This design comes from an exercise in tuning for small area on the open sky130 flow, not from production work.
At most, simulation tests tie the RTL to the original design; equivalence was not proved.
No activity file was given, so power comes from the tool's default toggle rates.

TR:
## NewdephaseV1
module NewdephaseV1(
    input               sys_clk,
    input               sys_rstn,
    input               GRI_DATA_Valid,
    input      [15:0]   Cor_Peak_Index,
    input               Cor_Peak_Valid,
    input               GRI_MXY,
    output     [1:0]    phase_out,
    output              phase_valid
);
export LEC_CHECK = 0
export CAP_MARGIN = 20
export CORE_MARGIN = 2
export CORE_UTILIZATION = 40
export SLEW_MARGIN = 20
create_clock -name core_clock -period 10.0 [get_ports {sys_clk}]
standard.sh (not shown) runs the stock make flow with config.mk's settings and CLKGATE_MAP_FILE= SYNTH_SCRIPT=/design/flow/synth_recipe.tcl, a recipe that flattens the netlist after the stock synthesis.
==> flow/flow/run.sh <==
#!/bin/bash
# Standard layout, with the full log kept here.
bash standard.sh > standard.log 2>&1
Input changes introduced in PW (baseline for comparison: TR):
==> flow/run.sh (new file) <==
#!/bin/bash
# synth_recipe.tcl (not shown) runs the flow's synth.tcl, then flattens the netlist and writes it again
# the make line also repeats each setting of config.mk as NAME=value (left out here)
make -C /OpenROAD-flow-scripts/flow DESIGN_CONFIG=/design/flow/config.mk WORK_HOME=/design/flow/orfs CLKGATE_MAP_FILE= SYNTH_SCRIPT=/design/flow/synth_recipe.tcl finish
removed: flow/flow/run.sh
removed: flow/standard.sh
PW: PASS, flow complete, no timing, DRC or antenna violations
PW vs. TR: routed length on met3 has remained practically unchanged, mean number of vias per cell has remained practically unchanged.
Between PW and TR, the half-perimeter wire length after placement does not differ in any meaningful way.
TR -> PW: relative area change from synthesis to final layout delta 0, exact match
Register fraction of the total cell area: TR vs PW identical
Reported for TR and PW, post-synthesis instance area turned out identical to the last digit.
The worst setup slack was comparable across TR and PW.
Compared TR against PW; hold-fix buffer count after cts within noise.
PW -> TR: count of inserted tapcells delta 0, exact match


build 52:
NewdephaseV1, a different RTL version from the one above (not shown whole).
Size: roughly 180 cells after synthesis, about 49 flip-flops, ~24 I/O pins, ~0.0023 mm2 of cells after synthesis.
==> flow/design.v (excerpt) <==
module NewdephaseV1(
    input               sys_clk,
    input               sys_rstn,
    input               GRI_DATA_Valid,
    input      [15:0]   Cor_Peak_Index,
    input               Cor_Peak_Valid,
    input               GRI_MXY,
    output     [1:0]    phase_out,
    output              phase_valid
);
    localparam [15:0] KM = 16'd9000;    
    wire v = Cor_Peak_Valid;
    reg        g1, g2;
    reg [3:0]  s;
    reg        sv;           
    wire gstart = g1 & ~g2;
    wire idle   = ~(s[0] | s[1] | s[2] | s[3]);
    wire fx     = s[3] & s[1];
    wire fclr   = ~sys_rstn | fx;
    wire t      = idle ? gstart : v;
    wire c1     = t & s[0];
    wire c2     = c1 & s[1];
    wire c3     = c2 & s[2];
    wire jump   = s[3] & ~s[1] & ~s[0] & v & GRI_MXY;    
    wire cap    = ~s[3] & ~s[2] & ~s[1] & s[0] & v;
    wire pkv    = v & (s[3] ? ~s[1] : (s[2] | s[1]));
    wire is_fxs = fx & s[0];
    wire is_fxm = fx & ~s[0];
    always @(posedge sys_clk) begin
        g1   <= sys_rstn & GRI_DATA_Valid;
        g2   <= g1;
        sv   <= sys_rstn & fx;
        s[0] <= ~fclr & (s[0] ^ t);
        s[1] <= ~fclr & ((s[1] ^ c1) | jump);
        s[2] <= ~fclr & (s[2] ^ c2);
        s[3] <= ~fclr & (s[3] ^ c3);
    end
    reg [15:0] std;
    reg [15:0] acc;
    wire [15:0] b = ({16{pkv}} & ~Cor_Peak_Index)
                  | ({16{is_fxs}} & ~std)
                  | ({16{is_fxm}} & KM);
    wire [16:1] c;
    wire [15:0] sum;
  ...
make LEC_CHECK=0 CAP_MARGIN=20 CORE_MARGIN=2 CORE_UTILIZATION=40 SLEW_MARGIN=20 SYNTH_HIERARCHICAL=1 SYNTH_MINIMUM_KEEP_SIZE=0 finish   # period 10.0 ns
run.sh (not shown) runs the stock make flow with config.mk's settings and CLKGATE_MAP_FILE= SYNTH_SCRIPT=/design/flow/synth_recipe.tcl, a recipe that flattens the netlist after the stock synthesis.
Stock flow here: none of the scripts above is used.
Build 52 ran to completion and came out clean on the timing, design-rule and antenna checks.
Modified inputs, build 91 compared to build 52
==> flow/flow/run.sh (new file) <==
#!/bin/bash
# Standard ORFS layout; the port buffers use the smallest buffer cell.
export BUFFER_PORTS_ARGS="-buffer_cell sky130_fd_sc_hd__buf_1"
bash standard.sh > standard.log 2>&1
==> flow/standard.sh (new file) <==
#!/bin/bash
# synth_recipe.tcl (not shown) runs the flow's synth.tcl, then flattens the netlist and writes it again
# the make line also repeats each setting of config.mk as NAME=value (left out here)
make -C /OpenROAD-flow-scripts/flow DESIGN_CONFIG=/design/flow/config.mk WORK_HOME=/design/flow/orfs CLKGATE_MAP_FILE= SYNTH_SCRIPT=/design/flow/synth_recipe.tcl "${@:-finish}"
removed: flow/run.sh
Results
| largest driver fanout on the critical path | lower: build 52 |
Build 91 gives more sequential share of layout area than build 52 did.
STATUS final area: build 91 wins against build 52
Setup slack: build 91 more than build 52
Between build 52 and build 91, global-route usage decreased.
> inputs changed (build 91 -> build 67)
==> flow/flow/run.sh <==
#!/bin/bash
export BUFFER_PORTS_ARGS="-buffer_cell sky130_fd_sc_hd__buf_1"
export CTS_ARGS="-sink_clustering_enable -repair_clock_nets -buf_list sky130_fd_sc_hd__clkbuf_8 -sink_clustering_size 50 -sink_clustering_max_diameter 300 -dont_use_dummy_load"
bash standard.sh > standard.log 2>&1
[summary]
- Build 67 does better than build 91 on largest vdd supply drop.
- When build 67 is set beside build 91, its setup clock skew after layout turns out to be 0.0091 ns larger.
- In the reports for build 91 and build 67, the smaller number of standard cells in the layout, taps in and fillers out belongs to build 67.
- On net switching share of the total power, the higher figure sits with build 67, not build 91.
- Multi-input gate share of total cell area is lower on build 91
- Clock network area share came out lower on build 67 than on build 91.
- Across build 91 and build 67, none had a timing, DRC or antenna violation.
- Compared with build 91, build 67 ends up with less cell area.
No functional check of the RTL was part of any run of this note.

separate check: timing with driven ports:
Ports are ideal in the flow. The routed layouts listed here were re-timed in OpenROAD.
Step 1 sets driving cells, clkbuf_16 on the clock port and buf_2 on the other inputs (assumed; they add their load-dependent delay and slew).
Step 2, shift: input delay + t, output delay - t, t = (earliest + latest rising clock arrival at the registers) / 2. This alone moves slack from input paths to output paths.
Three values: ideal ports, drivers, drivers and shift; two values: the first two.
run	t, ns	slack for setup (ns)	clock arrival spread, ns	slew at the worst register clock pin (ns)
TR	0.331	1.171 / 1.179 / 0.848	0.007 / 0.008	0.09 / 0.09
PW	0.331	1.171 / 1.179 / 0.848	0.007 / 0.008	0.09 / 0.09
build 52	0.325	0.998 / 0.993 / 0.668	0.003 / 0.003	0.09 / 0.09
build 91	0.322	1.301 / 1.307 / 0.985	0.006 / 0.005	0.09 / 0.09
build 67	0.317	1.302 / 1.308 / 0.992	0.014 / 0.015	0.08 / 0.08
After both steps setup and hold are still met in every run listed. For build 52, which loses most, drivers alone change the setup slack by -0.005 ns; drivers and shift together by -0.330 ns.
